From an optimization exercise on the open Yosys and OpenROAD flow, aimed at small area, a short achievable clock period and few clock cycles; shortcuts taken in it are not production practice.
RTL that was checked went through simulation tests only; none was proved equivalent to the original.
The clock port is modelled as an ideal driver; clocking choices that lean on that would not hold on a real chip.
Power and IR drop assume default switching activity.

Setup of wip/raven:
// xlr8_float_div
module xlr8_float_div
  (input  logic        clk,
   input  logic        rstn,
   input  logic [5:0]  adr,
   input  logic [7:0]  dbus_in,
   output logic [7:0]  dbus_out,
   input  logic        iore,
   input  logic        iowe,
   output logic        out_en,
   input  logic [31:0] opa,    
   input  logic [31:0] opb     
   );
Size: ~1,600 cells after synthesis, about 170 flip-flops.
export LEC_CHECK = 0
export CAP_MARGIN = 20
export CORE_MARGIN = 2
export CORE_UTILIZATION = 40
export CTS_BUF_LIST = sky130_fd_sc_hd__clkbuf_4 sky130_fd_sc_hd__clkbuf_8
export CTS_CLUSTER_SIZE = 30
export SETUP_SLACK_MARGIN = 2.2
export SLEW_MARGIN = 20
create_clock -name core_clock -period 5.0 [get_ports {clk}]
standard.sh (not shown) runs the stock make flow with config.mk's settings and CLKGATE_MAP_FILE= SYNTH_SCRIPT=/design/flow/synth_recipe.tcl, a recipe that flattens the netlist after the stock synthesis.
==> flow/flow/run.sh <==
#!/bin/bash
# Own layout flow: the standard flow, with port buffers that the
# resizer may later size freely. The standard synthesis runs unchanged
# first; the layout steps then run with
#   BUFFER_PORTS_ARGS=-buffer_cell sky130_fd_sc_hd__buf_2
#     (port buffers are plain buffers instead of delay cells)
#   MATCH_CELL_FOOTPRINT=0
#     (the resizer may change a cell for one of another footprint)
# Each step's full output goes to a log file in the work folder.
set -euo pipefail
bash standard.sh synth > synth.log 2>&1
bash standard.sh MATCH_CELL_FOOTPRINT=0 \
  "BUFFER_PORTS_ARGS=-buffer_cell sky130_fd_sc_hd__buf_2" finish > layout.log 2>&1
test -s out/final.def
Testbench counts of wip/raven, summed over its fixed seeds: cycles 35,992.
Edits applied to the flow inputs when going from wip/raven to wip/ember:
# wip/raven
export LEC_CHECK = 0
export CAP_MARGIN = 20
export CORE_MARGIN = 2
export CORE_UTILIZATION = 40
export CTS_BUF_LIST = sky130_fd_sc_hd__clkbuf_4 sky130_fd_sc_hd__clkbuf_8
export CTS_CLUSTER_SIZE = 30
export SETUP_SLACK_MARGIN = 2.2
export SLEW_MARGIN = 20
create_clock -name core_clock -period 5.0 [get_ports {clk}]
# wip/ember
export LEC_CHECK = 0
export CAP_MARGIN = 20
export CORE_MARGIN = 2
export CORE_UTILIZATION = 40
export CTS_BUF_LIST = sky130_fd_sc_hd__clkbuf_4 sky130_fd_sc_hd__clkbuf_8
export CTS_CLUSTER_SIZE = 30
export SETUP_SLACK_MARGIN = 2.0
export SLEW_MARGIN = 20
create_clock -name core_clock -period 5.0 [get_ports {clk}]
==> flow/flow/run.sh <==
#!/bin/bash
set -euo pipefail
bash standard.sh synth > synth.log 2>&1
bash standard.sh MATCH_CELL_FOOTPRINT=0 \
  "BUFFER_PORTS_ARGS=-buffer_cell sky130_fd_sc_hd__buf_1" \
  "CTS_ARGS=-sink_clustering_enable -repair_clock_nets -sink_clustering_size 30 -buf_list {sky130_fd_sc_hd__clkbuf_4 sky130_fd_sc_hd__clkbuf_8} -dont_use_dummy_load" \
  finish > layout.log 2>&1
test -s out/final.def
Results
wip/ember finished every stage and its layout cleared the timing, design-rule and antenna checks. Diff wip/raven -> wip/ember: sequential share of layout area climbed 1.7 points; final setup slack of the worst path dropped 0.064 ns; wire length reported by the detailed router dropped 2.3%; critical path required time dropped 1.36 ns. Comparing wip/ember and wip/raven, the lower routed via count is on wip/ember. Comparing wip/raven against wip/ember, there is no change at all in synthesized cell count. Higher combinational cell fraction of total power was reported by wip/ember, not wip/raven. ~same met3 routing resource usage after global routing in wip/ember and wip/raven. Type of the setup path with the least slack: reg2reg -> wip/raven, in2out -> wip/ember. wip/ember — number of cells on the critical path 6 lower, wip/raven as reference.
--- input diff wip/ember..wip/xenon ---
# wip/ember
export LEC_CHECK = 0
export CAP_MARGIN = 20
export CORE_MARGIN = 2
export CORE_UTILIZATION = 40
export CTS_BUF_LIST = sky130_fd_sc_hd__clkbuf_4 sky130_fd_sc_hd__clkbuf_8
export CTS_CLUSTER_SIZE = 30
export SETUP_SLACK_MARGIN = 2.0
export SLEW_MARGIN = 20
create_clock -name core_clock -period 5.0 [get_ports {clk}]
# wip/xenon
export LEC_CHECK = 0
export CAP_MARGIN = 20
export CORE_MARGIN = 2
export CORE_UTILIZATION = 40
export CTS_BUF_LIST = sky130_fd_sc_hd__clkbuf_4 sky130_fd_sc_hd__clkbuf_8
export CTS_CLUSTER_SIZE = 30
export SETUP_SLACK_MARGIN = 2.0
export SLEW_MARGIN = 20
export SYNTH_HIERARCHICAL = 1
export SYNTH_MINIMUM_KEEP_SIZE = 0
create_clock -name core_clock -period 5.0 [get_ports {clk}]
==> summary.txt <==
- | post-synthesis share of cell area spent on and, or, nand and nor gates | lower: wip/xenon |
- Relative to wip/ember, the share of total power in the clock network of wip/xenon is lower by 0.4 points.
- Between wip/xenon and wip/ember, the area taken by flip-flops and latches does not differ in any meaningful way.
- There was hardly any difference in clock insertion delay at the later pin of the skew report between wip/xenon and wip/ember.
- Of the two values seen for end of the critical path, fdiv_inst.dvd[6] was produced by wip/xenon and dbus_out[0] by wip/ember.
- Between wip/xenon and wip/ember, it is wip/xenon whose portion of the clock cycle consumed by the worst path in the final layout is higher, by 4.1 points.
- Cmp wip/xenon vs wip/ember: number of antenna violations at the first check in global routing lower in wip/xenon
- From wip/ember to wip/xenon the numbers moved as follows: total power consumption of the routed design closely matched the old numbers, count of inserted tapcells decreased by 40 relative to the old numbers.

========
v6:
The RTL this note starts from:
==> flow/design.v <==
module xlr8_fdiv
  (input  logic        clk,
   input  logic        rst_n,
   input  logic        start_div,   
   input  logic        start_nop,   
   input  logic [31:0] numer,
   input  logic [31:0] denom,
   output logic        fin,
   output logic [31:0] result);
   logic        busy;        
   logic        rnd;         
   logic        norm;        
   logic [22:0] dvs;         
   logic [24:0] dvd;         
   logic [25:0] t;
   logic        q;
   logic [24:0] d_nxt;
   always_comb begin
      t = {1'b0, dvd} - {2'b01, dvs};
      q = !t[25];
      d_nxt = q ? {t[23:0], 1'b0} : {dvd[23:0], 1'b0};
   end
   logic [7:0]  exp_n, exp_d, exp_q;
   logic        n_nan, d_nan, n_inf, d_inf, n_0, d_0;
   logic [22:0] m_rnd;
   logic [8:0]  s9;
   logic [31:0] q_out;
   always_comb begin
      exp_n = numer[30:23];
      exp_d = denom[30:23];
      n_nan = (exp_n == 8'hff) && (numer[22:0] != 0);
      d_nan = (exp_d == 8'hff) && (denom[22:0] != 0);
      n_inf = (exp_n == 8'hff) && (numer[22:0] == 0);
      d_inf = (exp_d == 8'hff) && (denom[22:0] == 0);
      n_0 = (exp_n == 0);
      d_0 = (exp_d == 0);
      s9 = {exp_n, 1'b1} + {~exp_d, norm};
      exp_q = (s9[8:1] - 8'd1) ^ 8'h80;
      for (int i = 0; i < 23; i++)
        m_rnd[i] = result[i+1] ^ (result[0] && (i == 0 || &(result[23:1] | ~((23'd1 << i) - 23'd1))));
      if (n_nan || d_nan || (n_0 && d_0) || (n_inf && d_inf))
        q_out = 32'h7fffffff;
      else if (n_inf || d_0)
        q_out = {numer[31] ^ denom[31], 8'hff, 23'h0};
      else if (n_0 || d_inf)
        q_out = {numer[31] ^ denom[31], 31'h0};
      else
        q_out = {numer[31] ^ denom[31], exp_q, m_rnd};
   end
   assign fin = busy && (norm ? result[24] : result[25]);
   always_ff @(posedge clk or negedge rst_n)
     if (!rst_n) begin
        busy <= 1'b0;
        rnd <= 1'b0;
     end
     else begin
        rnd <= fin;
        busy <= (busy && !fin) || start_div;
     end
   always_ff @(posedge clk)
     if (start_div)
       norm <= q;
   always_ff @(posedge clk)
     dvs <= denom[22:0];
   always_ff @(posedge clk)
     if (start_div || busy)
       dvd <= d_nxt;
     else
       dvd <= {2'b01, numer[22:0]};
   always_ff @(posedge clk or negedge rst_n)
     if (!rst_n)
       result <= 32'h0;
     else if (start_nop)
       result <= 32'h0;
     else if (start_div)
       result <= {30'h0, 1'b1, q};
     else if (busy)
       result <= {result[30:0], q};
     else if (rnd)
       result <= q_out;
endmodule  
`timescale 1 ns / 1 ns
module xlr8_xf
  (input  logic        clk,
   input  logic        rstn,
   input  logic [5:0]  adr,
   input  logic [7:0]  dbus_in,
   output logic [7:0]  dbus_out,
   input  logic        iore,
   input  logic        iowe,
   output logic        out_en,
   output logic        start_div,   
   output logic        start_nop,   
   input  logic        fin,         
   input  logic [31:0] result);
   logic [6:0] ctrl_reg;
   logic       flag;       
   logic       unsup;      
   logic       ctrl_we;
   logic       status_re;
   logic       start;
   logic [7:0] rbyte;
   logic [7:0] creg;
   assign ctrl_we   = iowe && (adr == 6'h10);
   assign status_re = iore && (adr == 6'h11);
   assign start     = ctrl_we && dbus_in[6];
   assign start_div = start && (dbus_in[2:0] == 3'd3);
   assign start_nop = start && (dbus_in[2:0] != 3'd3);
   logic oe_k, oe_na4, oe_t1, oe_t2;
   xlr8_xf_nor3  oe_g0 (.a(adr[3]), .b(adr[2]), .c(adr[1]), .y(oe_k));
   xlr8_xf_inv   oe_g1 (.a(adr[4]), .y(oe_na4));
   xlr8_xf_nand4 oe_g2 (.a(iore), .b(adr[3]), .c(adr[2]), .d(oe_na4), .y(oe_t1));
   xlr8_xf_nand3 oe_g3 (.a(iore), .b(adr[4]), .c(oe_k), .y(oe_t2));
   xlr8_xf_a21oi oe_g4 (.a1(oe_t1), .a2(oe_t2), .b1(adr[5]), .y(out_en));
   always_comb begin
      case (adr[1:0])
        2'd0:    rbyte = result[7:0];
        2'd1:    rbyte = result[15:8];
        2'd2:    rbyte = result[23:16];
        default: rbyte = result[31:24];
      endcase
      creg = adr[0] ? {flag, unsup, 6'h00} : {1'b0, ctrl_reg};
      dbus_out = adr[4] ? creg : rbyte;
   end
   always_ff @(posedge clk or negedge rstn)
     if (!rstn)
       ctrl_reg <= 7'h00;
     else if (ctrl_we)
       ctrl_reg <= dbus_in[6:0];
   always_ff @(posedge clk or negedge rstn)
     if (!rstn) begin
        flag  <= 1'b0;
        unsup <= 1'b0;
     end
     else if (start_nop) begin
        flag  <= 1'b1;
        unsup <= 1'b1;
     end
     else if (fin) begin
        flag  <= 1'b1;
        unsup <= 1'b0;
     end
     else if (start) begin
        flag  <= 1'b0;
        unsup <= 1'b0;
     end
     else if (status_re)
       flag <= 1'b0;
endmodule
module xlr8_xf_inv   (input logic a, output logic y);
   assign y = ~a;
endmodule
module xlr8_xf_nor3  (input logic a, b, c, output logic y);
   assign y = ~(a | b | c);
endmodule
module xlr8_xf_nand3 (input logic a, b, c, output logic y);
   assign y = ~(a & b & c);
endmodule
module xlr8_xf_nand4 (input logic a, b, c, d, output logic y);
   assign y = ~(a & b & c & d);
endmodule
module xlr8_xf_a21oi (input logic a1, a2, b1, output logic y);
   assign y = ~((a1 & a2) | b1);
endmodule
`timescale 1 ns / 1 ns
module xlr8_float_div
  (input  logic        clk,
   input  logic        rstn,
   input  logic [5:0]  adr,
   input  logic [7:0]  dbus_in,
   output logic [7:0]  dbus_out,
   input  logic        iore,
   input  logic        iowe,
   output logic        out_en,
   input  logic [31:0] opa,    
   input  logic [31:0] opb     
   );
   logic        start_div;
   logic        start_nop;
   logic        fin;
   logic [31:0] result;
   xlr8_xf xf_inst
     (.clk       (clk),
      .rstn      (rstn),
      .adr       (adr),
      .dbus_in   (dbus_in),
      .dbus_out  (dbus_out),
      .iore      (iore),
      .iowe      (iowe),
      .out_en    (out_en),
      .start_div (start_div),
      .start_nop (start_nop),
      .fin       (fin),
      .result    (result));
   xlr8_fdiv fdiv_inst
     (.clk       (clk),
      .rst_n     (rstn),
      .start_div (start_div),
      .start_nop (start_nop),
      .numer     (opa),
      .denom     (opb),
      .fin       (fin),
      .result    (result));
endmodule
export LEC_CHECK = 0
export CAP_MARGIN = 20
export CORE_MARGIN = 2
export CORE_UTILIZATION = 40
export CTS_BUF_LIST = sky130_fd_sc_hd__clkbuf_4 sky130_fd_sc_hd__clkbuf_8
export CTS_CLUSTER_SIZE = 30
export SETUP_SLACK_MARGIN = 2.0
export SLEW_MARGIN = 20
export SYNTH_HIERARCHICAL = 1
export SYNTH_MINIMUM_KEEP_SIZE = 0
create_clock -name core_clock -period 5.0 [get_ports {clk}]
==> flow/flow/run.sh <==
#!/bin/bash
set -euo pipefail
bash standard.sh synth > synth.log 2>&1
bash standard.sh MATCH_CELL_FOOTPRINT=0 \
  "BUFFER_PORTS_ARGS=-buffer_cell sky130_fd_sc_hd__buf_1" \
  "CTS_ARGS=-sink_clustering_enable -repair_clock_nets -sink_clustering_size 30 -buf_list {sky130_fd_sc_hd__clkbuf_4 sky130_fd_sc_hd__clkbuf_8} -dont_use_dummy_load" \
  finish > layout.log 2>&1
test -s out/final.def
The inputs of v7 differ from those of v6 as listed below.
Settings: SETUP_SLACK_MARGIN now 2.2, was 2.0.
## What came out
v7 went all the way through the flow, and no timing, DRC or antenna check failed. Re part of the power in combinational logic: v7 is 2.0 points up on v6. v7 vs v6 on routed length on met3: v7 is the lower one. Delta (v7 minus v6): register share of total power shrank by 1.2 points; share of cell area taken by flip-flops and latches -1.5 points; fill cell total of the finished layout lost 2.0%. Growth of design area from synthesis to finish on v7 is up relative to v6. [diff] switching power summed over all nets, v7 relative to v6: regression.
No run of this note included a check of the RTL's function; only the layout flow was run.

==> re-timing with driven ports <==
The flow's constraints put no driver on any port. The routed layouts listed below were extracted and timed again, unchanged, in two steps.
Step 1: set_driving_cell puts a clkbuf_16 on clk and a buf_2 on each other input, an assumption about the parent block.
Step 2 adds t to the input delays and takes it off the output delays; t is the mean of the earliest and latest rising clock arrival at the registers after step 1. Input paths then give back, and output paths get back, about the clock's delay inside the block.
Slacks: ideal ports / drivers / drivers and shift; pairs: ideal ports / drivers.
| run | t (ns) | slack for setup (ns) | worst register clock-pin slew, ns |
|---|---|---|---|
| wip/raven | 0.504 | 2.072 / 1.884 / 1.692 | 0.10 / 0.10 |
| wip/ember | 0.502 | 2.009 / 1.896 / 1.548 | 0.09 / 0.09 |
| wip/xenon | 0.508 | 1.805 / 1.805 / 1.536 | 0.11 / 0.11 |
| v6 | 0.410 | 2.032 / 1.943 / 1.722 | 0.09 / 0.09 |
| v7 | 0.412 | 2.096 / 1.981 / 1.831 | 0.09 / 0.09 |
After both steps every run listed still meets setup and hold. For wip/ember, which loses most, drivers alone change the setup slack by -0.113 ns; drivers and shift together by -0.461 ns.
